What follows belongs to an exercise in optimizing a design on an open flow for small area, a short achievable clock period and few clock cycles per item; a production flow would make more cautious choices.
Function was not checked in any run shown here: the RTL went through the layout flow alone.
Power and IR drop assume default switching activity.

## flow/design.v (module list and top-level ports; edited modules follow where they fit)
// module top_module: 3184 lines
// module fa_cell: 4 lines
// module xnor_cell: 3 lines
// module or_cell: 3 lines
module top_module(clk, reset, INIT, READY, DONE,
                  input_ram_en, input_ram_addr, input_ram_data,
                  filter_rom_en, filter_rom_addr, filter_rom_data,
                  conv_valid, conv_out);
  // ...
==> flow/flow/run.sh <==
#!/bin/bash
# Layout flow: the standard ORFS flow (standard.sh), with these changes:
#  - port buffers: at the start of global placement, flow/pre_gpl.tcl removes the
#    synthesis buffers (as the standard flow does there) and puts a
#    sky130_fd_sc_hd__buf_4 on every input port and a sky130_fd_sc_hd__buf_1 on every
#    output port, in place of the standard buffer_ports call; they are kept through
#    the step's own remove_buffers and released for timing repair by
#    flow/post_gpl.tcl;
#  - clock tree synthesis arguments: -sink_clustering_enable -repair_clock_nets -dont_use_dummy_load -buf_list sky130_fd_sc_hd__clkbuf_8 -sink_clustering_size 15 -sink_clustering_max_diameter 60
# The whole make output goes to flow_make.log in the work folder; ORFS also keeps
# each step's own log under orfs/logs/.
set -euo pipefail
export CTS_ARGS="-sink_clustering_enable -repair_clock_nets -dont_use_dummy_load -buf_list sky130_fd_sc_hd__clkbuf_8 -sink_clustering_size 15 -sink_clustering_max_diameter 60"
bash standard.sh "DONT_BUFFER_PORTS=1" "PRE_GLOBAL_PLACE_TCL=$PWD/flow/pre_gpl.tcl" "POST_GLOBAL_PLACE_TCL=$PWD/flow/post_gpl.tcl" "CTS_ARGS=$CTS_ARGS" finish > flow_make.log 2>&1
==> flow/flow/post_gpl.tcl <==
# Let timing repair resize the port buffers again.
unset_dont_touch [get_cells {input* output*}]
==> flow/flow/pre_gpl.tcl <==
# Buffer every input and output port (the standard flow's buffer_ports, with chosen cells).
remove_buffers
buffer_ports -inputs -buffer_cell sky130_fd_sc_hd__buf_4
buffer_ports -outputs -buffer_cell sky130_fd_sc_hd__buf_1
set_dont_touch [get_cells {input* output*}]
puts "port buffers: [llength [get_cells {input* output*}]]"
==> flow/standard.sh <==
#!/bin/bash
# synth_recipe.tcl (not shown) runs the flow's synth.tcl, then flattens the netlist and writes it again
# the make line also repeats each setting of config.mk as NAME=value (left out here)
make -C /OpenROAD-flow-scripts/flow DESIGN_CONFIG=/design/flow/config.mk WORK_HOME=/design/flow/orfs CLKGATE_MAP_FILE= SYNTH_SCRIPT=/design/flow/synth_recipe.tcl "${@:-finish}"
==> flow/config.mk <==
export PLATFORM = sky130hd
export DESIGN_NAME = top_module
export DESIGN_NICKNAME = top_module
export VERILOG_FILES = /design/flow/design.v
export SDC_FILE = /design/flow/constraint.sdc
export NUM_CORES = 4
export LEC_CHECK = 0
export CAP_MARGIN = 20
export CORE_MARGIN = 2
export CORE_UTILIZATION = 55
export PLACE_DENSITY = 0.75
export SETUP_SLACK_MARGIN = 3.5
export SLEW_MARGIN = 20
export SYNTH_HIERARCHICAL = 1
export SYNTH_MINIMUM_KEEP_SIZE = 0
==> flow/constraint.sdc <==
create_clock -name core_clock -period 6.0 [get_ports {clk}]
set_input_delay 1.2000 -clock core_clock [delete_from_list [all_inputs] [get_ports {clk}]]
set_output_delay 1.2000 -clock core_clock [all_outputs]
set_load 0.01 [all_outputs]
==> qor.yml, run 1 <==
run_status:
  status: "timing/DRC/antenna clean"
synthesis:
  yosys.area_share.simple: 0.123
  synthXorXnorAreaFrac: 0.0157
  postSynthCellCount: 1680
  yosys.area.top_type: "fa_1"
  yosys_most_used_dff: "dfxtp_1"
  synth_top_cell_area_share: 0.494
  synth_cell_types: 47
  synth_seq_cells: 308
global_routing:
  grt_overflow_total: 0
  first_global_vias: 14200
  grt_pass1_wl_mm: 87.3
drt:
  met1Wirelength_mm: 22.9
  highest_layer: "met5"
floorplanning:
  nWellTaps: 461
  die_w_um: 195
finish:
  final_cell_mix: "nand2_1, dfxtp_1, fa_1, fa_2, nand2_2"
  inv_count: 8
  final_common_cell: "nand2_1"
  regArea_sq_um: 6170
  top_regs: "acc (20), rd_addr (10)"
  layout.nets: 2396
  multi_input_area_sq_um: 15000
  seq_cell_count: 308
  area_growth_syn_to_layout_pct: 17.0
critical_path:
  critPathCaptureType: "flip-flop"
  crit_type: "primary input to flip-flop"
  start_kind: "primary input"
  cp_max_fo: 8
power_and_ir_drop:
  irDropWorstVdd_mv: 0.224
  maxPowerGroup: "combinational logic"
  p_leak_nw: 8.38
  p_per_area_nw_per_um2: 460
  p_sw_mw: 4.41
place:
  dpl.hpwl_mm: 49.5
cts:
  cts_buffer_depth: 3
  htree_levels: 1
  path_clk_slew_ps: 90
timing:
  min_period_ps: 2550
  slew_violations: 0
  relSlewSlack: 0.713
  rsz0062_at_grt: "yes"
==> run 2: changes to the inputs <==
--- a/flow/design.v
+++ b/flow/design.v
@@ -1472,82 +1472,76 @@
 wire s1593;
 wire c1594;
 wire s1595;
 wire c1596;
 wire s1597;
 wire c1598;
 wire s1599;
 wire c1600;
-wire s1601;
-wire c1602;
-wire s1603;
-wire c1604;
-wire s1605;
-wire c1606;
-wire s1607;
-wire c1608;
-wire s1609;
-wire c1610;
-wire s1665;
-wire c1666;
-wire s1667;
-wire c1668;
-wire s1669;
-wire c1670;
-wire s1671;
-wire c1672;
-wire s1673;
-wire c1674;
-wire s1675;
-wire c1676;
-wire s1677;
-wire c1678;
-wire s1679;
-wire c1680;
-wire s1681;
-wire c1682;
-wire s1683;
-wire c1684;
-wire s1685;
-wire c1686;
-wire s1687;
-wire c1688;
-wire s1689;
-wire c1690;
-wire s1691;
-wire c1692;
-wire s1693;
-wire c1694;
-wire s1695;
-wire c1696;
-wire s1697;
-wire c1698;
-wire s1699;
-wire c1700;
-wire s1701;
-wire c1702;
-wire s1703;
-wire c1704;
-wire s1705;
-wire c1706;
-wire s1707;
-wire c1708;
-wire s1709;
-wire c1710;
-wire s1711;
-wire c1712;
-wire s1713;
-wire c1714;
-wire s1715;
-wire c1716;
-wire s1717;
-wire c1718;
-wire s1719;
-wire c1720;
+wire s1660;
+wire c1661;
+wire s1662;
+wire c1663;
+wire s1664;
+wire c1665;
+wire s1666;
+wire c1667;
+wire s1668;
+wire c1669;
+wire s1670;
+wire c1671;
+wire s1672;
+wire c1673;
+wire s1674;
+wire c1675;
+wire s1676;
+wire c1677;
+wire s1678;
+wire c1679;
+wire s1680;
+wire c1681;
+wire s1682;
+wire c1683;
+wire s1684;
+wire c1685;
+wire s1686;
+wire c1687;
+wire s1688;
+wire c1689;
+wire s1690;
+wire c1691;
+wire s1692;
+wire c1693;
+wire s1694;
+wire c1695;
+wire s1696;
+wire c1697;
+wire s1698;
+wire c1699;
+wire s1700;
+wire c1701;
+wire s1702;
+wire c1703;
+wire s1704;
+wire c1705;
+wire s1706;
+wire c1707;
+wire s1708;
+wire c1709;
+wire s1710;
+wire c1711;
+wire s1712;
+wire c1713;
+wire s1714;
+wire c1715;
+wire s1716;
+wire c1717;
+wire a1748;
+wire a1749;
 wire a1750;
 wire a1751;
 wire a1752;
 wire a1753;
 wire a1754;
 wire a1755;
 wire a1756;
 wire a1757;
@@ -1556,18 +1550,18 @@
 wire a1760;
 wire a1761;
 wire a1762;
 wire a1763;
 wire a1764;
 wire a1765;
 wire a1766;
 wire a1767;
-wire a1768;
-wire a1769;
+wire s1768;
+wire c1769;
 wire s1770;
 wire c1771;
 wire s1772;
 wire c1773;
 wire s1774;
 wire c1775;
 wire s1776;
 wire c1777;
@@ -1594,16 +1588,22 @@
 wire s1798;
 wire c1799;
 wire s1800;
 wire c1801;
 wire s1802;
 wire c1803;
 wire s1804;
 wire c1805;
+wire s1806;
+wire c1807;
+wire s1808;
+wire c1809;
+wire s1810;
+wire c1811;
 assign p1 = ~(input_ram_data[0] & filter_rom_data[0]);
 assign p2 = ~(input_ram_data[0] & filter_rom_data[1]);
 assign p3 = ~(input_ram_data[0] & filter_rom_data[2]);
 assign p4 = ~(input_ram_data[0] & filter_rom_data[3]);
 assign p5 = ~(input_ram_data[0] & filter_rom_data[4]);
 assign p6 = ~(input_ram_data[0] & filter_rom_data[5]);
 assign p7 = ~(input_ram_data[0] & filter_rom_data[6]);
 assign p8 = ~(input_ram_data[0] & filter_rom_data[7]);
@@ -2450,207 +2450,207 @@
 fa_cell u_s1367 (.a(k1_1190), .b(c1358), .c(c1360), .s(s1367), .co(c1368));
 fa_cell u_s1369 (.a(s1363), .b(s1365), .c(c1362), .s(s1369), .co(c1370));
 fa_cell u_s1371 (.a(k1_1191), .b(k1_1192), .c(k1_1193), .s(s1371), .co(c1372));
 fa_cell u_s1373 (.a(k1_1194), .b(k1_1195), .c(k1_1196), .s(s1373), .co(c1374));
 fa_cell u_s1375 (.a(k1_1197), .b(k1_1198), .c(k1_1199), .s(s1375), .co(c1376));
 fa_cell u_s1377 (.a(k1_1200), .b(k1_1201), .c(c1364), .s(s1377), .co(c1378));
 fa_cell u_s1379 (.a(c1366), .b(s1371), .c(s1373), .s(s1379), .co(c1380));
 fa_cell u_s1381 (.a(s1375), .b(c1368), .c(s1377), .s(s1381), .co(c1382));
-fa_cell u_s1383 (.a(s1379), .b(c1370), .c(s1381), .s(s1383), .co(c1384));
-fa_cell u_s1385 (.a(k1_1202), .b(k1_1203), .c(k1_1204), .s(s1385), .co(c1386));
-fa_cell u_s1387 (.a(k1_1205), .b(k1_1206), .c(k1_1207), .s(s1387), .co(c1388));
-fa_cell u_s1389 (.a(k1_1208), .b(k1_1209), .c(k1_1210), .s(s1389), .co(c1390));
-fa_cell u_s1391 (.a(k1_1211), .b(k1_1212), .c(k1_1213), .s(s1391), .co(c1392));
-fa_cell u_s1393 (.a(k1_1214), .b(k1_1215), .c(c1372), .s(s1393), .co(c1394));
-fa_cell u_s1395 (.a(c1374), .b(c1376), .c(s1385), .s(s1395), .co(c1396));
-fa_cell u_s1397 (.a(s1387), .b(s1389), .c(s1391), .s(s1397), .co(c1398));
-fa_cell u_s1399 (.a(c1378), .b(c1380), .c(s1393), .s(s1399), .co(c1400));
-fa_cell u_s1401 (.a(s1395), .b(s1397), .c(c1382), .s(s1401), .co(c1402));
-fa_cell u_s1403 (.a(k1_1216), .b(k1_1217), .c(k1_1218), .s(s1403), .co(c1404));
-fa_cell u_s1405 (.a(k1_1219), .b(k1_1220), .c(k1_1221), .s(s1405), .co(c1406));
-fa_cell u_s1407 (.a(k1_1222), .b(k1_1223), .c(k1_1224), .s(s1407), .co(c1408));
-fa_cell u_s1409 (.a(k1_1225), .b(k1_1226), .c(k1_1227), .s(s1409), .co(c1410));
-fa_cell u_s1411 (.a(k1_1228), .b(k1_1229), .c(k1_1230), .s(s1411), .co(c1412));
-fa_cell u_s1413 (.a(c1386), .b(c1388), .c(c1390), .s(s1413), .co(c1414));
-fa_cell u_s1415 (.a(c1392), .b(s1403), .c(s1405), .s(s1415), .co(c1416));
-fa_cell u_s1417 (.a(s1407), .b(s1409), .c(s1411), .s(s1417), .co(c1418));
-fa_cell u_s1419 (.a(c1394), .b(c1396), .c(c1398), .s(s1419), .co(c1420));
-fa_cell u_s1421 (.a(s1413), .b(s1415), .c(s1417), .s(s1421), .co(c1422));
-fa_cell u_s1423 (.a(k1_1231), .b(k1_1232), .c(k1_1233), .s(s1423), .co(c1424));
-fa_cell u_s1425 (.a(k1_1234), .b(k1_1235), .c(k1_1236), .s(s1425), .co(c1426));
-fa_cell u_s1427 (.a(k1_1237), .b(k1_1238), .c(k1_1239), .s(s1427), .co(c1428));
-fa_cell u_s1429 (.a(k1_1240), .b(k1_1241), .c(k1_1242), .s(s1429), .co(c1430));
-fa_cell u_s1431 (.a(k1_1243), .b(k1_1244), .c(k1_1245), .s(s1431), .co(c1432));
-fa_cell u_s1433 (.a(k1_1246), .b(k1_1247), .c(k1_1248), .s(s1433), .co(c1434));
-fa_cell u_s1435 (.a(k1_1249), .b(c1404), .c(c1406), .s(s1435), .co(c1436));
-fa_cell u_s1437 (.a(c1408), .b(c1410), .c(c1412), .s(s1437), .co(c1438));
-fa_cell u_s1439 (.a(s1423), .b(s1425), .c(s1427), .s(s1439), .co(c1440));
-fa_cell u_s1441 (.a(s1429), .b(s1431), .c(s1433), .s(s1441), .co(c1442));
-fa_cell u_s1443 (.a(c1414), .b(c1416), .c(c1418), .s(s1443), .co(c1444));
-fa_cell u_s1445 (.a(s1435), .b(s1437), .c(s1439), .s(s1445), .co(c1446));
-fa_cell u_s1447 (.a(s1441), .b(c1420), .c(c1422), .s(s1447), .co(c1448));
-fa_cell u_s1449 (.a(k1_1250), .b(k1_1251), .c(k1_1252), .s(s1449), .co(c1450));
-fa_cell u_s1451 (.a(k1_1253), .b(k1_1254), .c(k1_1255), .s(s1451), .co(c1452));
-fa_cell u_s1453 (.a(k1_1256), .b(k1_1257), .c(k1_1258), .s(s1453), .co(c1454));
-fa_cell u_s1455 (.a(k1_1259), .b(k1_1260), .c(k1_1261), .s(s1455), .co(c1456));
-fa_cell u_s1457 (.a(k1_1262), .b(k1_1263), .c(k1_1264), .s(s1457), .co(c1458));
-fa_cell u_s1459 (.a(k1_1265), .b(k1_1266), .c(k1_1267), .s(s1459), .co(c1460));
-fa_cell u_s1461 (.a(k1_1268), .b(k1_1269), .c(c1424), .s(s1461), .co(c1462));
-fa_cell u_s1463 (.a(c1426), .b(c1428), .c(c1430), .s(s1463), .co(c1464));
-fa_cell u_s1465 (.a(c1432), .b(c1434), .c(s1449), .s(s1465), .co(c1466));
-fa_cell u_s1467 (.a(s1451), .b(s1453), .c(s1455), .s(s1467), .co(c1468));
-fa_cell u_s1469 (.a(s1457), .b(s1459), .c(c1436), .s(s1469), .co(c1470));
-fa_cell u_s1471 (.a(c1438), .b(c1440), .c(c1442), .s(s1471), .co(c1472));
-fa_cell u_s1473 (.a(s1461), .b(s1463), .c(s1465), .s(s1473), .co(c1474));
-fa_cell u_s1475 (.a(s1467), .b(c1444), .c(s1469), .s(s1475), .co(c1476));
-fa_cell u_s1477 (.a(k1_1270), .b(k1_1271), .c(k1_1272), .s(s1477), .co(c1478));
-fa_cell u_s1479 (.a(k1_1273), .b(k1_1274), .c(k1_1275), .s(s1479), .co(c1480));
-fa_cell u_s1481 (.a(k1_1276), .b(k1_1277), .c(k1_1278), .s(s1481), .co(c1482));
-fa_cell u_s1483 (.a(k1_1279), .b(k1_1280), .c(k1_1281), .s(s1483), .co(c1484));
-fa_cell u_s1485 (.a(k1_1282), .b(k1_1283), .c(k1_1284), .s(s1485), .co(c1486));
-fa_cell u_s1487 (.a(k1_1285), .b(k1_1286), .c(k1_1287), .s(s1487), .co(c1488));
-fa_cell u_s1489 (.a(k1_1288), .b(k1_1289), .c(c1450), .s(s1489), .co(c1490));
-fa_cell u_s1491 (.a(c1452), .b(c1454), .c(c1456), .s(s1491), .co(c1492));
-fa_cell u_s1493 (.a(c1458), .b(c1460), .c(s1477), .s(s1493), .co(c1494));
-fa_cell u_s1495 (.a(s1479), .b(s1481), .c(s1483), .s(s1495), .co(c1496));
-fa_cell u_s1497 (.a(s1485), .b(s1487), .c(c1462), .s(s1497), .co(c1498));
-fa_cell u_s1499 (.a(c1464), .b(c1466), .c(c1468), .s(s1499), .co(c1500));
-fa_cell u_s1501 (.a(s1489), .b(s1491), .c(s1493), .s(s1501), .co(c1502));
-fa_cell u_s1503 (.a(s1495), .b(c1470), .c(c1472), .s(s1503), .co(c1504));
-fa_cell u_s1505 (.a(s1497), .b(c1474), .c(s1499), .s(s1505), .co(c1506));
-fa_cell u_s1507 (.a(k1_1290), .b(k1_1291), .c(k1_1292), .s(s1507), .co(c1508));
-fa_cell u_s1509 (.a(k1_1293), .b(k1_1294), .c(k1_1295), .s(s1509), .co(c1510));
-fa_cell u_s1511 (.a(k1_1296), .b(k1_1297), .c(k1_1298), .s(s1511), .co(c1512));
-fa_cell u_s1513 (.a(k1_1299), .b(k1_1300), .c(k1_1301), .s(s1513), .co(c1514));
-fa_cell u_s1515 (.a(k1_1302), .b(k1_1303), .c(k1_1304), .s(s1515), .co(c1516));
-fa_cell u_s1517 (.a(k1_1305), .b(k1_1306), .c(c1478), .s(s1517), .co(c1518));
-fa_cell u_s1519 (.a(c1480), .b(c1482), .c(c1484), .s(s1519), .co(c1520));
-fa_cell u_s1521 (.a(c1486), .b(c1488), .c(s1507), .s(s1521), .co(c1522));
-fa_cell u_s1523 (.a(s1509), .b(s1511), .c(s1513), .s(s1523), .co(c1524));
-fa_cell u_s1525 (.a(s1515), .b(c1490), .c(c1492), .s(s1525), .co(c1526));
-fa_cell u_s1527 (.a(c1494), .b(c1496), .c(s1517), .s(s1527), .co(c1528));
-fa_cell u_s1529 (.a(s1519), .b(s1521), .c(s1523), .s(s1529), .co(c1530));
-fa_cell u_s1531 (.a(c1498), .b(c1500), .c(s1525), .s(s1531), .co(c1532));
-fa_cell u_s1533 (.a(k1_1307), .b(k1_1308), .c(k1_1309), .s(s1533), .co(c1534));
-fa_cell u_s1535 (.a(k1_1310), .b(k1_1311), .c(k1_1312), .s(s1535), .co(c1536));
-fa_cell u_s1537 (.a(k1_1313), .b(k1_1314), .c(k1_1315), .s(s1537), .co(c1538));
-fa_cell u_s1539 (.a(k1_1316), .b(k1_1317), .c(k1_1318), .s(s1539), .co(c1540));
-fa_cell u_s1541 (.a(k1_1319), .b(k1_1320), .c(c1508), .s(s1541), .co(c1542));
-fa_cell u_s1543 (.a(c1510), .b(c1512), .c(c1514), .s(s1543), .co(c1544));
-fa_cell u_s1545 (.a(c1516), .b(s1533), .c(s1535), .s(s1545), .co(c1546));
-fa_cell u_s1547 (.a(s1537), .b(s1539), .c(c1518), .s(s1547), .co(c1548));
-fa_cell u_s1549 (.a(c1520), .b(c1522), .c(c1524), .s(s1549), .co(c1550));
-fa_cell u_s1551 (.a(s1541), .b(s1543), .c(s1545), .s(s1551), .co(c1552));
-fa_cell u_s1553 (.a(c1526), .b(c1528), .c(s1547), .s(s1553), .co(c1554));
-fa_cell u_s1555 (.a(k1_1321), .b(k1_1322), .c(k1_1323), .s(s1555), .co(c1556));
-fa_cell u_s1557 (.a(k1_1324), .b(k1_1325), .c(k1_1326), .s(s1557), .co(c1558));
-fa_cell u_s1559 (.a(k1_1327), .b(k1_1328), .c(k1_1329), .s(s1559), .co(c1560));
-fa_cell u_s1561 (.a(k1_1330), .b(k1_1331), .c(k1_1332), .s(s1561), .co(c1562));
-fa_cell u_s1563 (.a(k1_1333), .b(c1534), .c(c1536), .s(s1563), .co(c1564));
-fa_cell u_s1565 (.a(c1538), .b(c1540), .c(s1555), .s(s1565), .co(c1566));
-fa_cell u_s1567 (.a(s1557), .b(s1559), .c(s1561), .s(s1567), .co(c1568));
-fa_cell u_s1569 (.a(c1542), .b(c1544), .c(c1546), .s(s1569), .co(c1570));
-fa_cell u_s1571 (.a(s1563), .b(s1565), .c(s1567), .s(s1571), .co(c1572));
-fa_cell u_s1573 (.a(c1548), .b(c1550), .c(c1552), .s(s1573), .co(c1574));
-fa_cell u_s1575 (.a(k1_1334), .b(k1_1335), .c(k1_1336), .s(s1575), .co(c1576));
-fa_cell u_s1577 (.a(k1_1337), .b(k1_1338), .c(k1_1339), .s(s1577), .co(c1578));
-fa_cell u_s1579 (.a(k1_1340), .b(k1_1341), .c(k1_1342), .s(s1579), .co(c1580));
-fa_cell u_s1581 (.a(c1556), .b(c1558), .c(c1560), .s(s1581), .co(c1582));
-fa_cell u_s1583 (.a(c1562), .b(s1575), .c(s1577), .s(s1583), .co(c1584));
-fa_cell u_s1585 (.a(s1579), .b(c1564), .c(c1566), .s(s1585), .co(c1586));
-fa_cell u_s1587 (.a(c1568), .b(s1581), .c(s1583), .s(s1587), .co(c1588));
-fa_cell u_s1589 (.a(c1570), .b(c1572), .c(s1585), .s(s1589), .co(c1590));
-fa_cell u_s1591 (.a(k1_1343), .b(k1_1344), .c(k1_1345), .s(s1591), .co(c1592));
-fa_cell u_s1593 (.a(k1_1346), .b(k1_1347), .c(k1_1348), .s(s1593), .co(c1594));
-fa_cell u_s1595 (.a(c1576), .b(c1578), .c(c1580), .s(s1595), .co(c1596));
-fa_cell u_s1597 (.a(s1591), .b(s1593), .c(c1582), .s(s1597), .co(c1598));
-fa_cell u_s1599 (.a(c1584), .b(s1595), .c(c1586), .s(s1599), .co(c1600));
-fa_cell u_s1601 (.a(k1_1349), .b(k1_1350), .c(k1_1351), .s(s1601), .co(c1602));
-fa_cell u_s1603 (.a(k1_1352), .b(k1_1353), .c(c1592), .s(s1603), .co(c1604));
-fa_cell u_s1605 (.a(c1594), .b(s1601), .c(c1596), .s(s1605), .co(c1606));
-fa_cell u_s1607 (.a(s1603), .b(c1598), .c(s1605), .s(s1607), .co(c1608));
-fa_cell u_s1609 (.a(k1_1354), .b(c1602), .c(c1604), .s(s1609), .co(c1610));
-fa_cell u_s1665 (.a(k2_1618), .b(k2_1619), .c(k2_1620), .s(s1665), .co(c1666));
-fa_cell u_s1667 (.a(k2_1621), .b(k2_1622), .c(k2_1623), .s(s1667), .co(c1668));
-fa_cell u_s1669 (.a(k2_1624), .b(c1666), .c(s1667), .s(s1669), .co(c1670));
-fa_cell u_s1671 (.a(k2_1625), .b(k2_1626), .c(k2_1627), .s(s1671), .co(c1672));
-fa_cell u_s1673 (.a(c1668), .b(s1671), .c(c1670), .s(s1673), .co(c1674));
-fa_cell u_s1675 (.a(k2_1628), .b(k2_1629), .c(k2_1630), .s(s1675), .co(c1676));
-fa_cell u_s1677 (.a(k2_1631), .b(k2_1632), .c(c1672), .s(s1677), .co(c1678));
-fa_cell u_s1679 (.a(s1675), .b(s1677), .c(c1674), .s(s1679), .co(c1680));
-fa_cell u_s1681 (.a(k2_1633), .b(k2_1634), .c(k2_1635), .s(s1681), .co(c1682));
-fa_cell u_s1683 (.a(k2_1636), .b(c1676), .c(s1681), .s(s1683), .co(c1684));
-fa_cell u_s1685 (.a(k2_1637), .b(k2_1638), .c(k2_1639), .s(s1685), .co(c1686));
-fa_cell u_s1687 (.a(k2_1640), .b(k2_1641), .c(k2_1642), .s(s1687), .co(c1688));
-fa_cell u_s1689 (.a(c1682), .b(s1685), .c(s1687), .s(s1689), .co(c1690));
-fa_cell u_s1691 (.a(k2_1643), .b(k2_1644), .c(k2_1645), .s(s1691), .co(c1692));
-fa_cell u_s1693 (.a(k2_1646), .b(k2_1647), .c(c1686), .s(s1693), .co(c1694));
-fa_cell u_s1695 (.a(c1688), .b(s1691), .c(c1690), .s(s1695), .co(c1696));
-fa_cell u_s1697 (.a(k2_1648), .b(k2_1649), .c(k2_1650), .s(s1697), .co(c1698));
-fa_cell u_s1699 (.a(k2_1651), .b(c1692), .c(s1697), .s(s1699), .co(c1700));
-fa_cell u_s1701 (.a(c1694), .b(s1699), .c(c1696), .s(s1701), .co(c1702));
-fa_cell u_s1703 (.a(k2_1652), .b(k2_1653), .c(k2_1654), .s(s1703), .co(c1704));
-fa_cell u_s1705 (.a(c1698), .b(s1703), .c(c1700), .s(s1705), .co(c1706));
-fa_cell u_s1707 (.a(k2_1655), .b(k2_1656), .c(k2_1657), .s(s1707), .co(c1708));
-fa_cell u_s1709 (.a(k2_1658), .b(c1704), .c(s1707), .s(s1709), .co(c1710));
-fa_cell u_s1711 (.a(k2_1659), .b(k2_1660), .c(c1708), .s(s1711), .co(c1712));
-fa_cell u_s1713 (.a(k2_1661), .b(k2_1662), .c(k2_1663), .s(s1713), .co(c1714));
-xnor_cell u_s1715 (.a(c1678), .b(s1683), .y(s1715));
-or_cell u_c1716 (.a(c1678), .b(s1683), .y(c1716));
-xnor_cell u_s1717 (.a(c1684), .b(s1689), .y(s1717));
-or_cell u_c1718 (.a(c1684), .b(s1689), .y(c1718));
-xnor_cell u_s1719 (.a(s1693), .b(s1695), .y(s1719));
-or_cell u_c1720 (.a(s1693), .b(s1695), .y(c1720));
-assign a1750 = ~(acc[0] & g_q[0]);
-assign a1751 = ~(acc[1] & g_q[0]);
-assign a1752 = ~(acc[2] & g_q[0]);
-assign a1753 = ~(acc[3] & g_q[0]);
-assign a1754 = ~(acc[4] & g_q[0]);
-assign a1755 = ~(acc[5] & g_q[0]);
-assign a1756 = ~(acc[6] & g_q[0]);
-assign a1757 = ~(acc[7] & g_q[0]);
-assign a1758 = ~(acc[8] & g_q[0]);
-assign a1759 = ~(acc[9] & g_q[0]);
-assign a1760 = ~(acc[10] & g_q[0]);
-assign a1761 = ~(acc[11] & g_q[0]);
-assign a1762 = ~(acc[12] & g_q[0]);
-assign a1763 = ~(acc[13] & g_q[0]);
-assign a1764 = ~(acc[14] & g_q[0]);
-assign a1765 = ~(acc[15] & g_q[0]);
-assign a1766 = ~(acc[16] & g_q[0]);
-assign a1767 = ~(acc[17] & g_q[0]);
-assign a1768 = ~(acc[18] & g_q[0]);
-assign a1769 = ~(acc[19] & g_q[0]);
-xnor_cell u_s1770 (.a(k3_1721), .b(k3_1722), .y(s1770));
-or_cell u_c1771 (.a(k3_1721), .b(k3_1722), .y(c1771));
-xnor_cell u_s1772 (.a(k3_1723), .b(a1751), .y(s1772));
-or_cell u_c1773 (.a(k3_1723), .b(a1751), .y(c1773));
-xnor_cell u_s1774 (.a(k3_1724), .b(a1752), .y(s1774));
-or_cell u_c1775 (.a(k3_1724), .b(a1752), .y(c1775));
-fa_cell u_s1776 (.a(k3_1725), .b(k3_1726), .c(a1753), .s(s1776), .co(c1777));
-xnor_cell u_s1778 (.a(k3_1727), .b(a1754), .y(s1778));
-or_cell u_c1779 (.a(k3_1727), .b(a1754), .y(c1779));
-xnor_cell u_s1780 (.a(k3_1728), .b(a1755), .y(s1780));
-or_cell u_c1781 (.a(k3_1728), .b(a1755), .y(c1781));
-xnor_cell u_s1782 (.a(k3_1729), .b(a1756), .y(s1782));
-or_cell u_c1783 (.a(k3_1729), .b(a1756), .y(c1783));
-xnor_cell u_s1784 (.a(k3_1730), .b(a1757), .y(s1784));
-or_cell u_c1785 (.a(k3_1730), .b(a1757), .y(c1785));
-xnor_cell u_s1786 (.a(k3_1731), .b(a1758), .y(s1786));
-or_cell u_c1787 (.a(k3_1731), .b(a1758), .y(c1787));
-fa_cell u_s1788 (.a(k3_1732), .b(k3_1733), .c(a1759), .s(s1788), .co(c1789));
-fa_cell u_s1790 (.a(k3_1734), .b(k3_1735), .c(a1760), .s(s1790), .co(c1791));
-fa_cell u_s1792 (.a(k3_1736), .b(k3_1737), .c(a1761), .s(s1792), .co(c1793));
-fa_cell u_s1794 (.a(k3_1738), .b(k3_1739), .c(a1762), .s(s1794), .co(c1795));
-fa_cell u_s1796 (.a(k3_1740), .b(k3_1741), .c(a1763), .s(s1796), .co(c1797));
-fa_cell u_s1798 (.a(k3_1742), .b(k3_1743), .c(a1764), .s(s1798), .co(c1799));
-fa_cell u_s1800 (.a(k3_1744), .b(k3_1745), .c(a1765), .s(s1800), .co(c1801));
-fa_cell u_s1802 (.a(k3_1746), .b(k3_1747), .c(a1766), .s(s1802), .co(c1803));
-fa_cell u_s1804 (.a(k3_1748), .b(k3_1749), .c(a1767), .s(s1804), .co(c1805));
+fa_cell u_s1383 (.a(k1_1202), .b(k1_1203), .c(k1_1204), .s(s1383), .co(c1384));
+fa_cell u_s1385 (.a(k1_1205), .b(k1_1206), .c(k1_1207), .s(s1385), .co(c1386));
+fa_cell u_s1387 (.a(k1_1208), .b(k1_1209), .c(k1_1210), .s(s1387), .co(c1388));
+fa_cell u_s1389 (.a(k1_1211), .b(k1_1212), .c(k1_1213), .s(s1389), .co(c1390));
+fa_cell u_s1391 (.a(k1_1214), .b(k1_1215), .c(c1372), .s(s1391), .co(c1392));
+fa_cell u_s1393 (.a(c1374), .b(c1376), .c(s1383), .s(s1393), .co(c1394));
+fa_cell u_s1395 (.a(s1385), .b(s1387), .c(s1389), .s(s1395), .co(c1396));
+fa_cell u_s1397 (.a(c1378), .b(c1380), .c(s1391), .s(s1397), .co(c1398));
+fa_cell u_s1399 (.a(s1393), .b(s1395), .c(c1382), .s(s1399), .co(c1400));
+fa_cell u_s1401 (.a(k1_1216), .b(k1_1217), .c(k1_1218), .s(s1401), .co(c1402));
+fa_cell u_s1403 (.a(k1_1219), .b(k1_1220), .c(k1_1221), .s(s1403), .co(c1404));
+fa_cell u_s1405 (.a(k1_1222), .b(k1_1223), .c(k1_1224), .s(s1405), .co(c1406));
+fa_cell u_s1407 (.a(k1_1225), .b(k1_1226), .c(k1_1227), .s(s1407), .co(c1408));
+fa_cell u_s1409 (.a(k1_1228), .b(k1_1229), .c(k1_1230), .s(s1409), .co(c1410));
+fa_cell u_s1411 (.a(c1384), .b(c1386), .c(c1388), .s(s1411), .co(c1412));
+fa_cell u_s1413 (.a(c1390), .b(s1401), .c(s1403), .s(s1413), .co(c1414));
+fa_cell u_s1415 (.a(s1405), .b(s1407), .c(s1409), .s(s1415), .co(c1416));
+fa_cell u_s1417 (.a(c1392), .b(c1394), .c(c1396), .s(s1417), .co(c1418));
+fa_cell u_s1419 (.a(s1411), .b(s1413), .c(s1415), .s(s1419), .co(c1420));
+fa_cell u_s1421 (.a(k1_1231), .b(k1_1232), .c(k1_1233), .s(s1421), .co(c1422));
+fa_cell u_s1423 (.a(k1_1234), .b(k1_1235), .c(k1_1236), .s(s1423), .co(c1424));
+fa_cell u_s1425 (.a(k1_1237), .b(k1_1238), .c(k1_1239), .s(s1425), .co(c1426));
+fa_cell u_s1427 (.a(k1_1240), .b(k1_1241), .c(k1_1242), .s(s1427), .co(c1428));
+fa_cell u_s1429 (.a(k1_1243), .b(k1_1244), .c(k1_1245), .s(s1429), .co(c1430));
+fa_cell u_s1431 (.a(k1_1246), .b(k1_1247), .c(k1_1248), .s(s1431), .co(c1432));
+fa_cell u_s1433 (.a(k1_1249), .b(c1402), .c(c1404), .s(s1433), .co(c1434));
+fa_cell u_s1435 (.a(c1406), .b(c1408), .c(c1410), .s(s1435), .co(c1436));
+fa_cell u_s1437 (.a(s1421), .b(s1423), .c(s1425), .s(s1437), .co(c1438));
+fa_cell u_s1439 (.a(s1427), .b(s1429), .c(s1431), .s(s1439), .co(c1440));
+fa_cell u_s1441 (.a(c1412), .b(c1414), .c(c1416), .s(s1441), .co(c1442));
+fa_cell u_s1443 (.a(s1433), .b(s1435), .c(s1437), .s(s1443), .co(c1444));
+fa_cell u_s1445 (.a(k1_1250), .b(k1_1251), .c(k1_1252), .s(s1445), .co(c1446));
+fa_cell u_s1447 (.a(k1_1253), .b(k1_1254), .c(k1_1255), .s(s1447), .co(c1448));
+fa_cell u_s1449 (.a(k1_1256), .b(k1_1257), .c(k1_1258), .s(s1449), .co(c1450));
+fa_cell u_s1451 (.a(k1_1259), .b(k1_1260), .c(k1_1261), .s(s1451), .co(c1452));
+fa_cell u_s1453 (.a(k1_1262), .b(k1_1263), .c(k1_1264), .s(s1453), .co(c1454));
+fa_cell u_s1455 (.a(k1_1265), .b(k1_1266), .c(k1_1267), .s(s1455), .co(c1456));
+fa_cell u_s1457 (.a(k1_1268), .b(k1_1269), .c(c1422), .s(s1457), .co(c1458));
+fa_cell u_s1459 (.a(c1424), .b(c1426), .c(c1428), .s(s1459), .co(c1460));
+fa_cell u_s1461 (.a(c1430), .b(c1432), .c(s1445), .s(s1461), .co(c1462));
+fa_cell u_s1463 (.a(s1447), .b(s1449), .c(s1451), .s(s1463), .co(c1464));
+fa_cell u_s1465 (.a(s1453), .b(s1455), .c(c1434), .s(s1465), .co(c1466));
+fa_cell u_s1467 (.a(c1436), .b(c1438), .c(c1440), .s(s1467), .co(c1468));
+fa_cell u_s1469 (.a(s1457), .b(s1459), .c(s1461), .s(s1469), .co(c1470));
+fa_cell u_s1471 (.a(s1463), .b(c1442), .c(s1465), .s(s1471), .co(c1472));
+fa_cell u_s1473 (.a(k1_1270), .b(k1_1271), .c(k1_1272), .s(s1473), .co(c1474));
+fa_cell u_s1475 (.a(k1_1273), .b(k1_1274), .c(k1_1275), .s(s1475), .co(c1476));
+fa_cell u_s1477 (.a(k1_1276), .b(k1_1277), .c(k1_1278), .s(s1477), .co(c1478));
+fa_cell u_s1479 (.a(k1_1279), .b(k1_1280), .c(k1_1281), .s(s1479), .co(c1480));
+fa_cell u_s1481 (.a(k1_1282), .b(k1_1283), .c(k1_1284), .s(s1481), .co(c1482));
+fa_cell u_s1483 (.a(k1_1285), .b(k1_1286), .c(k1_1287), .s(s1483), .co(c1484));
+fa_cell u_s1485 (.a(k1_1288), .b(k1_1289), .c(c1446), .s(s1485), .co(c1486));
+fa_cell u_s1487 (.a(c1448), .b(c1450), .c(c1452), .s(s1487), .co(c1488));
+fa_cell u_s1489 (.a(c1454), .b(c1456), .c(s1473), .s(s1489), .co(c1490));
+fa_cell u_s1491 (.a(s1475), .b(s1477), .c(s1479), .s(s1491), .co(c1492));
+fa_cell u_s1493 (.a(s1481), .b(s1483), .c(c1458), .s(s1493), .co(c1494));
+fa_cell u_s1495 (.a(c1460), .b(c1462), .c(c1464), .s(s1495), .co(c1496));
+fa_cell u_s1497 (.a(s1485), .b(s1487), .c(s1489), .s(s1497), .co(c1498));
+fa_cell u_s1499 (.a(s1491), .b(c1466), .c(c1468), .s(s1499), .co(c1500));
+fa_cell u_s1501 (.a(k1_1290), .b(k1_1291), .c(k1_1292), .s(s1501), .co(c1502));
+fa_cell u_s1503 (.a(k1_1293), .b(k1_1294), .c(k1_1295), .s(s1503), .co(c1504));
+fa_cell u_s1505 (.a(k1_1296), .b(k1_1297), .c(k1_1298), .s(s1505), .co(c1506));
+fa_cell u_s1507 (.a(k1_1299), .b(k1_1300), .c(k1_1301), .s(s1507), .co(c1508));
+fa_cell u_s1509 (.a(k1_1302), .b(k1_1303), .c(k1_1304), .s(s1509), .co(c1510));
+fa_cell u_s1511 (.a(k1_1305), .b(k1_1306), .c(c1474), .s(s1511), .co(c1512));
+fa_cell u_s1513 (.a(c1476), .b(c1478), .c(c1480), .s(s1513), .co(c1514));
+fa_cell u_s1515 (.a(c1482), .b(c1484), .c(s1501), .s(s1515), .co(c1516));
+fa_cell u_s1517 (.a(s1503), .b(s1505), .c(s1507), .s(s1517), .co(c1518));
+fa_cell u_s1519 (.a(s1509), .b(c1486), .c(c1488), .s(s1519), .co(c1520));
+fa_cell u_s1521 (.a(c1490), .b(c1492), .c(s1511), .s(s1521), .co(c1522));
+fa_cell u_s1523 (.a(s1513), .b(s1515), .c(s1517), .s(s1523), .co(c1524));
+fa_cell u_s1525 (.a(c1494), .b(c1496), .c(s1519), .s(s1525), .co(c1526));
+fa_cell u_s1527 (.a(k1_1307), .b(k1_1308), .c(k1_1309), .s(s1527), .co(c1528));
+fa_cell u_s1529 (.a(k1_1310), .b(k1_1311), .c(k1_1312), .s(s1529), .co(c1530));
+fa_cell u_s1531 (.a(k1_1313), .b(k1_1314), .c(k1_1315), .s(s1531), .co(c1532));
+fa_cell u_s1533 (.a(k1_1316), .b(k1_1317), .c(k1_1318), .s(s1533), .co(c1534));
+fa_cell u_s1535 (.a(k1_1319), .b(k1_1320), .c(c1502), .s(s1535), .co(c1536));
+fa_cell u_s1537 (.a(c1504), .b(c1506), .c(c1508), .s(s1537), .co(c1538));
+fa_cell u_s1539 (.a(c1510), .b(s1527), .c(s1529), .s(s1539), .co(c1540));
+fa_cell u_s1541 (.a(s1531), .b(s1533), .c(c1512), .s(s1541), .co(c1542));
+fa_cell u_s1543 (.a(c1514), .b(c1516), .c(c1518), .s(s1543), .co(c1544));
+fa_cell u_s1545 (.a(s1535), .b(s1537), .c(s1539), .s(s1545), .co(c1546));
+fa_cell u_s1547 (.a(c1520), .b(c1522), .c(s1541), .s(s1547), .co(c1548));
+fa_cell u_s1549 (.a(k1_1321), .b(k1_1322), .c(k1_1323), .s(s1549), .co(c1550));
+fa_cell u_s1551 (.a(k1_1324), .b(k1_1325), .c(k1_1326), .s(s1551), .co(c1552));
+fa_cell u_s1553 (.a(k1_1327), .b(k1_1328), .c(k1_1329), .s(s1553), .co(c1554));
+fa_cell u_s1555 (.a(k1_1330), .b(k1_1331), .c(k1_1332), .s(s1555), .co(c1556));
+fa_cell u_s1557 (.a(k1_1333), .b(c1528), .c(c1530), .s(s1557), .co(c1558));
+fa_cell u_s1559 (.a(c1532), .b(c1534), .c(s1549), .s(s1559), .co(c1560));
+fa_cell u_s1561 (.a(s1551), .b(s1553), .c(s1555), .s(s1561), .co(c1562));
+fa_cell u_s1563 (.a(c1536), .b(c1538), .c(c1540), .s(s1563), .co(c1564));
+fa_cell u_s1565 (.a(s1557), .b(s1559), .c(s1561), .s(s1565), .co(c1566));
+fa_cell u_s1567 (.a(k1_1334), .b(k1_1335), .c(k1_1336), .s(s1567), .co(c1568));
+fa_cell u_s1569 (.a(k1_1337), .b(k1_1338), .c(k1_1339), .s(s1569), .co(c1570));
+fa_cell u_s1571 (.a(k1_1340), .b(k1_1341), .c(k1_1342), .s(s1571), .co(c1572));
+fa_cell u_s1573 (.a(c1550), .b(c1552), .c(c1554), .s(s1573), .co(c1574));
+fa_cell u_s1575 (.a(c1556), .b(s1567), .c(s1569), .s(s1575), .co(c1576));
+fa_cell u_s1577 (.a(s1571), .b(c1558), .c(c1560), .s(s1577), .co(c1578));
+fa_cell u_s1579 (.a(c1562), .b(s1573), .c(s1575), .s(s1579), .co(c1580));
+fa_cell u_s1581 (.a(k1_1343), .b(k1_1344), .c(k1_1345), .s(s1581), .co(c1582));
+fa_cell u_s1583 (.a(k1_1346), .b(k1_1347), .c(k1_1348), .s(s1583), .co(c1584));
+fa_cell u_s1585 (.a(c1568), .b(c1570), .c(c1572), .s(s1585), .co(c1586));
+fa_cell u_s1587 (.a(s1581), .b(s1583), .c(c1574), .s(s1587), .co(c1588));
+fa_cell u_s1589 (.a(c1576), .b(s1585), .c(c1578), .s(s1589), .co(c1590));
+fa_cell u_s1591 (.a(k1_1349), .b(k1_1350), .c(k1_1351), .s(s1591), .co(c1592));
+fa_cell u_s1593 (.a(k1_1352), .b(k1_1353), .c(c1582), .s(s1593), .co(c1594));
+fa_cell u_s1595 (.a(c1584), .b(s1591), .c(c1586), .s(s1595), .co(c1596));
+fa_cell u_s1597 (.a(s1593), .b(c1588), .c(s1595), .s(s1597), .co(c1598));
+fa_cell u_s1599 (.a(k1_1354), .b(c1592), .c(c1594), .s(s1599), .co(c1600));
+fa_cell u_s1660 (.a(k2_1607), .b(k2_1608), .c(k2_1609), .s(s1660), .co(c1661));
+fa_cell u_s1662 (.a(k2_1610), .b(k2_1611), .c(c1661), .s(s1662), .co(c1663));
+fa_cell u_s1664 (.a(k2_1612), .b(k2_1613), .c(k2_1614), .s(s1664), .co(c1665));
+fa_cell u_s1666 (.a(k2_1615), .b(s1664), .c(c1663), .s(s1666), .co(c1667));
+fa_cell u_s1668 (.a(k2_1616), .b(k2_1617), .c(k2_1618), .s(s1668), .co(c1669));
+fa_cell u_s1670 (.a(k2_1619), .b(k2_1620), .c(c1665), .s(s1670), .co(c1671));
+fa_cell u_s1672 (.a(s1668), .b(s1670), .c(c1667), .s(s1672), .co(c1673));
+fa_cell u_s1674 (.a(k2_1621), .b(k2_1622), .c(k2_1623), .s(s1674), .co(c1675));
+fa_cell u_s1676 (.a(k2_1624), .b(c1669), .c(s1674), .s(s1676), .co(c1677));
+fa_cell u_s1678 (.a(k2_1625), .b(k2_1626), .c(k2_1627), .s(s1678), .co(c1679));
+fa_cell u_s1680 (.a(k2_1628), .b(k2_1629), .c(k2_1630), .s(s1680), .co(c1681));
+fa_cell u_s1682 (.a(c1675), .b(s1678), .c(s1680), .s(s1682), .co(c1683));
+fa_cell u_s1684 (.a(k2_1631), .b(k2_1632), .c(k2_1633), .s(s1684), .co(c1685));
+fa_cell u_s1686 (.a(k2_1634), .b(k2_1635), .c(c1679), .s(s1686), .co(c1687));
+fa_cell u_s1688 (.a(c1681), .b(s1684), .c(c1683), .s(s1688), .co(c1689));
+fa_cell u_s1690 (.a(k2_1636), .b(k2_1637), .c(k2_1638), .s(s1690), .co(c1691));
+fa_cell u_s1692 (.a(k2_1639), .b(k2_1640), .c(c1685), .s(s1692), .co(c1693));
+fa_cell u_s1694 (.a(s1690), .b(c1687), .c(s1692), .s(s1694), .co(c1695));
+fa_cell u_s1696 (.a(k2_1641), .b(k2_1642), .c(k2_1643), .s(s1696), .co(c1697));
+fa_cell u_s1698 (.a(k2_1644), .b(k2_1645), .c(k2_1646), .s(s1698), .co(c1699));
+fa_cell u_s1700 (.a(c1691), .b(s1696), .c(s1698), .s(s1700), .co(c1701));
+fa_cell u_s1702 (.a(c1693), .b(s1700), .c(c1695), .s(s1702), .co(c1703));
+fa_cell u_s1704 (.a(k2_1647), .b(k2_1648), .c(k2_1649), .s(s1704), .co(c1705));
+fa_cell u_s1706 (.a(k2_1650), .b(c1697), .c(c1699), .s(s1706), .co(c1707));
+fa_cell u_s1708 (.a(s1704), .b(c1701), .c(s1706), .s(s1708), .co(c1709));
+fa_cell u_s1710 (.a(k2_1651), .b(k2_1652), .c(k2_1653), .s(s1710), .co(c1711));
+fa_cell u_s1712 (.a(c1705), .b(s1710), .c(c1707), .s(s1712), .co(c1713));
+fa_cell u_s1714 (.a(k2_1654), .b(k2_1655), .c(c1711), .s(s1714), .co(c1715));
+fa_cell u_s1716 (.a(k2_1656), .b(k2_1657), .c(k2_1658), .s(s1716), .co(c1717));
+assign a1748 = ~(acc[0] & g_q[0]);
+assign a1749 = ~(acc[1] & g_q[0]);
+assign a1750 = ~(acc[2] & g_q[0]);
+assign a1751 = ~(acc[3] & g_q[0]);
+assign a1752 = ~(acc[4] & g_q[0]);
+assign a1753 = ~(acc[5] & g_q[0]);
+assign a1754 = ~(acc[6] & g_q[0]);
+assign a1755 = ~(acc[7] & g_q[0]);
+assign a1756 = ~(acc[8] & g_q[0]);
+assign a1757 = ~(acc[9] & g_q[0]);
+assign a1758 = ~(acc[10] & g_q[0]);
+assign a1759 = ~(acc[11] & g_q[0]);
+assign a1760 = ~(acc[12] & g_q[0]);
+assign a1761 = ~(acc[13] & g_q[0]);
+assign a1762 = ~(acc[14] & g_q[0]);
+assign a1763 = ~(acc[15] & g_q[0]);
+assign a1764 = ~(acc[16] & g_q[0]);
+assign a1765 = ~(acc[17] & g_q[0]);
+assign a1766 = ~(acc[18] & g_q[0]);
+assign a1767 = ~(acc[19] & g_q[0]);
+xnor_cell u_s1768 (.a(k3_1728), .b(k3_1729), .y(s1768));
+or_cell u_c1769 (.a(k3_1728), .b(k3_1729), .y(c1769));
+xnor_cell u_s1770 (.a(k3_1731), .b(k3_1732), .y(s1770));
+or_cell u_c1771 (.a(k3_1731), .b(k3_1732), .y(c1771));
+xnor_cell u_s1772 (.a(k3_1733), .b(k3_1734), .y(s1772));
+or_cell u_c1773 (.a(k3_1733), .b(k3_1734), .y(c1773));
+xnor_cell u_s1774 (.a(k3_1735), .b(k3_1736), .y(s1774));
+or_cell u_c1775 (.a(k3_1735), .b(k3_1736), .y(c1775));
+xnor_cell u_s1776 (.a(k3_1718), .b(k3_1719), .y(s1776));
+or_cell u_c1777 (.a(k3_1718), .b(k3_1719), .y(c1777));
+xnor_cell u_s1778 (.a(k3_1720), .b(a1749), .y(s1778));
+or_cell u_c1779 (.a(k3_1720), .b(a1749), .y(c1779));
+xnor_cell u_s1780 (.a(k3_1721), .b(a1750), .y(s1780));
+or_cell u_c1781 (.a(k3_1721), .b(a1750), .y(c1781));
+fa_cell u_s1782 (.a(k3_1722), .b(k3_1723), .c(a1751), .s(s1782), .co(c1783));
+xnor_cell u_s1784 (.a(k3_1724), .b(a1752), .y(s1784));
+or_cell u_c1785 (.a(k3_1724), .b(a1752), .y(c1785));
+xnor_cell u_s1786 (.a(k3_1725), .b(a1753), .y(s1786));
+or_cell u_c1787 (.a(k3_1725), .b(a1753), .y(c1787));
+xnor_cell u_s1788 (.a(k3_1726), .b(a1754), .y(s1788));
+or_cell u_c1789 (.a(k3_1726), .b(a1754), .y(c1789));
+xnor_cell u_s1790 (.a(k3_1727), .b(a1755), .y(s1790));
+or_cell u_c1791 (.a(k3_1727), .b(a1755), .y(c1791));
+fa_cell u_s1792 (.a(k3_1730), .b(a1756), .c(s1768), .s(s1792), .co(c1793));
+fa_cell u_s1794 (.a(a1757), .b(c1769), .c(s1770), .s(s1794), .co(c1795));
+fa_cell u_s1796 (.a(a1758), .b(c1771), .c(s1772), .s(s1796), .co(c1797));
+fa_cell u_s1798 (.a(a1759), .b(c1773), .c(s1774), .s(s1798), .co(c1799));
+fa_cell u_s1800 (.a(k3_1737), .b(a1760), .c(c1775), .s(s1800), .co(c1801));
+fa_cell u_s1802 (.a(k3_1738), .b(k3_1739), .c(a1761), .s(s1802), .co(c1803));
+fa_cell u_s1804 (.a(k3_1740), .b(k3_1741), .c(a1762), .s(s1804), .co(c1805));
+fa_cell u_s1806 (.a(k3_1742), .b(k3_1743), .c(a1763), .s(s1806), .co(c1807));
+fa_cell u_s1808 (.a(k3_1744), .b(k3_1745), .c(a1764), .s(s1808), .co(c1809));
+fa_cell u_s1810 (.a(k3_1746), .b(k3_1747), .c(a1765), .s(s1810), .co(c1811));
 reg k1_1173;
 reg k1_1174;
 reg k1_1175;
 reg k1_1176;
 reg k1_1177;
 reg k1_1178;
 reg k1_1179;
 reg k1_1180;
@@ -2823,16 +2823,26 @@
 reg k1_1347;
 reg k1_1348;
 reg k1_1349;
 reg k1_1350;
 reg k1_1351;
 reg k1_1352;
 reg k1_1353;
 reg k1_1354;
+reg k2_1601;
+reg k2_1602;
+reg k2_1603;
+reg k2_1604;
+reg k2_1605;
+reg k2_1606;
+reg k2_1607;
+reg k2_1608;
+reg k2_1609;
+reg k2_1610;
 reg k2_1611;
 reg k2_1612;
 reg k2_1613;
 reg k2_1614;
 reg k2_1615;
 reg k2_1616;
 reg k2_1617;
 reg k2_1618;
@@ -2872,21 +2882,19 @@
 reg k2_1652;
 reg k2_1653;
 reg k2_1654;
 reg k2_1655;
 reg k2_1656;
 reg k2_1657;
 reg k2_1658;
 reg k2_1659;
-reg k2_1660;
-reg k2_1661;
-reg k2_1662;
-reg k2_1663;
-reg k2_1664;
+reg k3_1718;
+reg k3_1719;
+reg k3_1720;
 reg k3_1721;
 reg k3_1722;
 reg k3_1723;
 reg k3_1724;
 reg k3_1725;
 reg k3_1726;
 reg k3_1727;
 reg k3_1728;
@@ -2904,18 +2912,16 @@
 reg k3_1740;
 reg k3_1741;
 reg k3_1742;
 reg k3_1743;
 reg k3_1744;
 reg k3_1745;
 reg k3_1746;
 reg k3_1747;
-reg k3_1748;
-reg k3_1749;
 always @(posedge clk) begin
     k1_1173 <= s515;
     k1_1174 <= s517;
     k1_1175 <= s529;
     k1_1176 <= s531;
     k1_1177 <= s533;
     k1_1178 <= s551;
     k1_1179 <= s553;
@@ -3089,102 +3095,108 @@
     k1_1347 <= s1167;
     k1_1348 <= s1169;
     k1_1349 <= c1164;
     k1_1350 <= c1166;
     k1_1351 <= c1168;
     k1_1352 <= c1170;
     k1_1353 <= s1171;
     k1_1354 <= c1172;
-    k2_1611 <= k1_1173;
-    k2_1612 <= k1_1174;
-    k2_1613 <= s1355;
-    k2_1614 <= s1361;
-    k2_1615 <= s1367;
-    k2_1616 <= s1369;
-    k2_1617 <= s1383;
-    k2_1618 <= s1399;
-    k2_1619 <= c1384;
-    k2_1620 <= s1401;
-    k2_1621 <= c1400;
-    k2_1622 <= s1419;
-    k2_1623 <= s1421;
-    k2_1624 <= c1402;
-    k2_1625 <= s1443;
-    k2_1626 <= s1445;
-    k2_1627 <= s1447;
-    k2_1628 <= c1446;
-    k2_1629 <= s1471;
-    k2_1630 <= s1473;
-    k2_1631 <= c1448;
-    k2_1632 <= s1475;
-    k2_1633 <= s1501;
-    k2_1634 <= c1476;
-    k2_1635 <= s1503;
-    k2_1636 <= s1505;
-    k2_1637 <= c1502;
-    k2_1638 <= s1527;
-    k2_1639 <= s1529;
-    k2_1640 <= c1504;
-    k2_1641 <= c1506;
-    k2_1642 <= s1531;
-    k2_1643 <= c1530;
-    k2_1644 <= s1549;
-    k2_1645 <= s1551;
-    k2_1646 <= c1532;
-    k2_1647 <= s1553;
-    k2_1648 <= s1569;
-    k2_1649 <= s1571;
-    k2_1650 <= c1554;
-    k2_1651 <= s1573;
-    k2_1652 <= s1587;
-    k2_1653 <= c1574;
-    k2_1654 <= s1589;
+    k2_1601 <= k1_1173;
+    k2_1602 <= k1_1174;
+    k2_1603 <= s1355;
+    k2_1604 <= s1361;
+    k2_1605 <= s1367;
+    k2_1606 <= s1369;
+    k2_1607 <= s1379;
+    k2_1608 <= c1370;
+    k2_1609 <= s1381;
+    k2_1610 <= s1397;
+    k2_1611 <= s1399;
+    k2_1612 <= c1398;
+    k2_1613 <= s1417;
+    k2_1614 <= s1419;
+    k2_1615 <= c1400;
+    k2_1616 <= s1439;
+    k2_1617 <= c1418;
+    k2_1618 <= c1420;
+    k2_1619 <= s1441;
+    k2_1620 <= s1443;
+    k2_1621 <= c1444;
+    k2_1622 <= s1467;
+    k2_1623 <= s1469;
+    k2_1624 <= s1471;
+    k2_1625 <= s1493;
+    k2_1626 <= c1470;
+    k2_1627 <= s1495;
+    k2_1628 <= s1497;
+    k2_1629 <= c1472;
+    k2_1630 <= s1499;
+    k2_1631 <= c1498;
+    k2_1632 <= s1521;
+    k2_1633 <= s1523;
+    k2_1634 <= c1500;
+    k2_1635 <= s1525;
+    k2_1636 <= c1524;
+    k2_1637 <= s1543;
+    k2_1638 <= s1545;
+    k2_1639 <= c1526;
+    k2_1640 <= s1547;
+    k2_1641 <= c1542;
+    k2_1642 <= c1544;
+    k2_1643 <= c1546;
+    k2_1644 <= s1563;
+    k2_1645 <= s1565;
+    k2_1646 <= c1548;
+    k2_1647 <= c1564;
+    k2_1648 <= c1566;
+    k2_1649 <= s1577;
+    k2_1650 <= s1579;
+    k2_1651 <= s1587;
+    k2_1652 <= c1580;
+    k2_1653 <= s1589;
+    k2_1654 <= c1590;
     k2_1655 <= s1597;
-    k2_1656 <= c1588;
-    k2_1657 <= c1590;
-    k2_1658 <= s1599;
+    k2_1656 <= c1596;
+    k2_1657 <= s1599;
+    k2_1658 <= c1598;
     k2_1659 <= c1600;
-    k2_1660 <= s1607;
-    k2_1661 <= c1606;
-    k2_1662 <= s1609;
-    k2_1663 <= c1608;
-    k2_1664 <= c1610;
-    k3_1721 <= k2_1611;
-    k3_1722 <= k2_1612;
-    k3_1723 <= k2_1613;
-    k3_1724 <= k2_1614;
-    k3_1725 <= k2_1615;
-    k3_1726 <= k2_1616;
-    k3_1727 <= k2_1617;
-    k3_1728 <= s1665;
-    k3_1729 <= s1669;
-    k3_1730 <= s1673;
-    k3_1731 <= s1679;
-    k3_1732 <= s1715;
-    k3_1733 <= c1680;
-    k3_1734 <= s1717;
-    k3_1735 <= c1716;
-    k3_1736 <= s1719;
-    k3_1737 <= c1718;
-    k3_1738 <= s1701;
-    k3_1739 <= c1720;
-    k3_1740 <= s1705;
-    k3_1741 <= c1702;
-    k3_1742 <= s1709;
-    k3_1743 <= c1706;
-    k3_1744 <= c1710;
-    k3_1745 <= s1711;
-    k3_1746 <= s1713;
-    k3_1747 <= c1712;
-    k3_1748 <= k2_1664;
-    k3_1749 <= c1714;
+    k3_1718 <= k2_1601;
+    k3_1719 <= k2_1602;
+    k3_1720 <= k2_1603;
+    k3_1721 <= k2_1604;
+    k3_1722 <= k2_1605;
+    k3_1723 <= k2_1606;
+    k3_1724 <= s1660;
+    k3_1725 <= s1662;
+    k3_1726 <= s1666;
+    k3_1727 <= s1672;
+    k3_1728 <= c1671;
+    k3_1729 <= s1676;
+    k3_1730 <= c1673;
+    k3_1731 <= c1677;
+    k3_1732 <= s1682;
+    k3_1733 <= s1686;
+    k3_1734 <= s1688;
+    k3_1735 <= c1689;
+    k3_1736 <= s1694;
+    k3_1737 <= s1702;
+    k3_1738 <= s1708;
+    k3_1739 <= c1703;
+    k3_1740 <= c1709;
+    k3_1741 <= s1712;
+    k3_1742 <= s1714;
+    k3_1743 <= c1713;
+    k3_1744 <= s1716;
+    k3_1745 <= c1715;
+    k3_1746 <= k2_1659;
+    k3_1747 <= c1717;
 end
 always @(posedge clk)
-    acc <= ~({a1769, a1768, s1804, s1802, s1800, s1798, s1796, s1794, s1792, s1790, s1788, s1786, s1784, s1782, s1780, s1778, s1776, s1774, s1772, s1770} + {1'b1, c1805, c1803, c1801, c1799, c1797, c1795, c1793, c1791, c1789, c1787, c1785, c1783, c1781, c1779, c1777, c1775, c1773, c1771, a1750} + 20'd1);
+    acc <= ~({a1767, a1766, s1810, s1808, s1806, s1804, s1802, s1800, s1798, s1796, s1794, s1792, s1790, s1788, s1786, s1784, s1782, s1780, s1778, s1776} + {1'b1, c1811, c1809, c1807, c1805, c1803, c1801, c1799, c1797, c1795, c1793, c1791, c1789, c1787, c1785, c1783, c1781, c1779, c1777, a1748} + 20'd1);
 assign conv_out = acc;
 endmodule
 module fa_cell(input a, input b, input c, output s, output co);
 assign s = a ^ b ^ c;
 assign co = (a & b) | (a & c) | (b & c);
 endmodule
 module xnor_cell(input a, input b, output y);
 assign y = ~(a ^ b);
==> flow/config.mk (replaced) <==
export PLATFORM = sky130hd
export DESIGN_NAME = top_module
export DESIGN_NICKNAME = top_module
export VERILOG_FILES = /design/flow/design.v
export SDC_FILE = /design/flow/constraint.sdc
export NUM_CORES = 4
export LEC_CHECK = 0
export CAP_MARGIN = 20
export CORE_MARGIN = 2
export CORE_UTILIZATION = 55
export PLACE_DENSITY = 0.75
export SETUP_SLACK_MARGIN = 3.55
export SLEW_MARGIN = 20
export SYNTH_HIERARCHICAL = 1
export SYNTH_MINIMUM_KEEP_SIZE = 0
==> run 2 against run 1 <==
Compared with the run above: combinational power is 2% higher; maximum frequency is 3.2% higher; wire length increased by 1.1%; global-route usage about the same; worst setup slack improved by 79 ps; area after synthesis grew 0.60%; sequential cell count increased by 6; critical path depth did not move; highest routed layer is now met4.
==> qor.yml, run 2 <==
power_and_ir_drop:
  p_per_area_nw_per_um2: 446  # -2.9%
  clkPwrFrac: 0.100
  netSwitchingFraction: 0.409
  p_sw_mw: 4.47  # +1.4%
  p_seq_frac: 0.321
  p_int_mw: 6.47
  pwr-share-comb: 0.580
  p_leak_nw: 8.80  # +5.1%
  irDropWorstVdd_mv: 0.232  # +3.6%
critical_path:
  cp_top_family: "adder cells"
  crit_path_max_incr_delay_ps: 550
  worstPathArrival_ps: 2860
  cp_max_fo: 8  # unchanged
  critPathCaptureType: "flip-flop"
  crit_type: "primary input to flip-flop"
  crit_top_cell: "fa_1"
  cp.required_ps: 6380
  cp.buffers_inverters: 1
  critPathSlowestCell: "fa_1"
  start_kind: "primary input"
  worstPathCellList: "buf_6 > nand2_1 > fa_2 > fa_1 > fa_1"
synthesis:
  synth_common_cells: "nand2_1, fa_1, dfxtp_1"
  synth_cell_types: 47  # unchanged
  synth_edf_count: 0
  syn_area_per_cell_sq_um: 12.0
  synth_top_cell_area_share: 0.491  # -0.00294
  syn_nets: 2332
  synth_seq_cells: 314  # +1.9%
  syn-cell-area_sq_um: 20200
  ys_top_cells_by_area: "fa_1, dfxtp_1, nand2_1"
  synth.most_common_cell: "nand2_1"
  seq_area_frac_synth: 0.312
  ys_warn_count: 7
  async_flop_share: 0
  postSynthCellCount: 1686  # +0.36%
  yosys.area.top_type: "fa_1"
  yosys_most_used_dff: "dfxtp_1"
timing:
  relSlewSlack: 0.733  # +0.0206
  setup_ws_ps: 3530
  rsz0062_at_grt: "yes"
  setup_viol: 0
  min_period_ps: 2470  # -79.2 ps
  totalNegativeSetupSlack_ps: 0
  finalHoldViolations: 0
  layout_worst_path_cycle_share: 0.412
  worst_pin_slew_ps: 397
  fmax_mhz: 404
  clock_skew_ps: 82.5
  slew_violations: 0  # unchanged
drt:
  num_vias: 12600
  ant_nets: 0
  via_per_inst: 5.64
  wl_mm: 59.3
  drtPass1Iterations: 6
  route.detailed.drc: 0
  routedWlPerCell_um: 26.6
  drtIter0Drc: 1094
place:
  dpl.hpwl_mm: 49.9  # +0.88%
  portBuffers: 166
  pre_cts_ws_ps: 2870
  dp_cells: 2184
floorplanning:
  die_area_sq_um: 38200
  pin_count: 167
  die_w_um: 195  # +0.29%
  rows: 70
  start_util: 0.554
  core-area_sq_um: 36300
  die_y_um: 195
finish:
  diodes: 0
  layout-drive-gt1-share: 0.393
  final_common_cell: "nand2_1"
  largest_register_ffs: 20
  n_fill_cell: 2566
  area_growth_syn_to_layout_pct: 21.6
  multi_input_area_sq_um: 15200  # +1.4%
  regArea_sq_um: 6300  # +2.1%
  layout.nets: 2412  # +0.67%
  layoutNonFillerInstCount: 2232
  final_cell_mix: "nand2_1, dfxtp_1, fa_2, fa_1, nand2_2"
  top_regs: "acc (20), rd_addr (10)"
  regMostFlops: "acc"
flow_run:
  cap_violations: 0
cts:
  path_clk_slew_ps: 100  # about the same
  cts_buffers: 28
  cts_tree: "built"
  cts_root_buf: "clkbuf_8"
  ctsHoldBuffers: 0
  htree_levels: 1  # unchanged
  clk_latency_ps: 610
  cts_sinks: 314
  cts_buffer_depth: 3  # unchanged
global_routing:
  grt_start_max_net_pins: 16
  grt_pass1_wl_mm: 87.3  # about the same
  first_global_vias: 14300  # +0.30%
  grt_overflow_total: 0  # unchanged
  grtUsageTotal: 0.320
  antenna_found_initial: 2
hold_path:
  holdCritPathClass: "flip-flop to flip-flop"
run_status:
  status: "timing/DRC/antenna clean"
[run 2: final timing paths]
path,endpoint,depth (start not counted),from,slack [ps]
setup / recovery,k1_1269$_DFF_P_,5,filter_rom_data[44],3530
hold / removal,k3_1721$_DFF_P_,0,k2_1604$_DFF_P_,330
setup reg to reg,acc[13]$_DFF_P_,9,g_q$_DFF_P_,3530
hold reg to reg,k3_1721$_DFF_P_,0,k2_1604$_DFF_P_,330
[run 2: repair_timing]
item	CTS	global route
cloned	0	0
buffers inserted	8	12
setup endpoints to repair	36	40
pin swaps	21	44
gates resized for setup	108	156
[run 2: layout make-up]
class                      count  area share
tap                          468      0.0239
sequential                   314       0.257
timing repair buffer         186      0.0830
inverter                       8     0.00123
clock buffer                  28      0.0157
multi-input combinational   1228       0.619
[run 2: layer usage]
metal | up-vias | share of wire | global-route usage
met3 | 138 | 0.095 | 0.0710
met2 | 647 | 0.48 | 0.528
met1 | 6593 | 0.39 | 0.427
met5 | - | 0 | 0
li1 | 5214 | - | -
met4 | 0 | 0.030 | 0.0992
[run 2: power by group through the flow]
stage	logic (mW)	clock network (mW)	registers, mW
after floorplan	4.11	0	3.46
after global placement	5.66	0	3.53
after detailed placement	5.88	0	3.56
after CTS	6.09	1.11	3.51
after global routing	7.14	1.19	3.60
final	6.34	1.09	3.51
[run 2: logic make-up (layout without fill, tap and decap cells)]
family                     after synthesis  after routing  share of synthesized area
buffers and inverters                  144            222                     0.0273
adders and majority gates              515            515                      0.504
and+or+nand+nor                        621            621                      0.122
DFF                                    314            314                      0.312
xor gates and xnor gates                36             36                     0.0156
AOI/OAI and AO/OA                       56             56                     0.0196
[run 2: metrics by stage]
stage          utilization  total power, mW  cell area (sq um)  hold WS, ps
2_1_floorplan            -             7.57              24100          310
3_3_place_gp         0.629             9.19              22900          313
3_5_place_dp         0.629             9.44              22900          313
4_1_cts              0.653             10.7              23700          329
5_1_grt              0.674             11.9              24500          333
6_report             0.674             10.9              24500          326
[run 2: Yosys stat by module (local to each module, per instance)]
module	cell area [sq um]	cells	flops+latches	copies in the design
top_module	10100	1171	314	1
fa_cell	20.0	1	0	493
xnor_cell	8.76	1	0	11
or_cell	6.26	1	0	11

-- what the ideal ports hide --
The results above use ideal ports. As a check the final layouts listed here were re-extracted and re-timed, cells and wires unchanged.
Step 1: set_driving_cell puts a clkbuf_16 on clk and a buf_2 on each other input, an assumption about the parent block.
Step 2, shift: input delay + t, output delay - t, t = (earliest + latest rising clock arrival at the registers) / 2. This alone moves slack from input paths to output paths.
Slacks: ideal / step 1 / step 2; pairs: ideal / step 1.
run | t (ns) | setup WS [ns] | clock arrival spread, ns
run 1 | 0.635 | 3.447 / 3.472 / 2.838 | 0.063 / 0.063
run 2 | 0.619 | 3.526 / 3.504 / 2.885 | 0.086 / 0.085
After both steps every run listed still meets setup and hold. The setup slack of run 2, which loses most, moves by -0.022 ns with the drivers and by -0.641 ns with both steps.
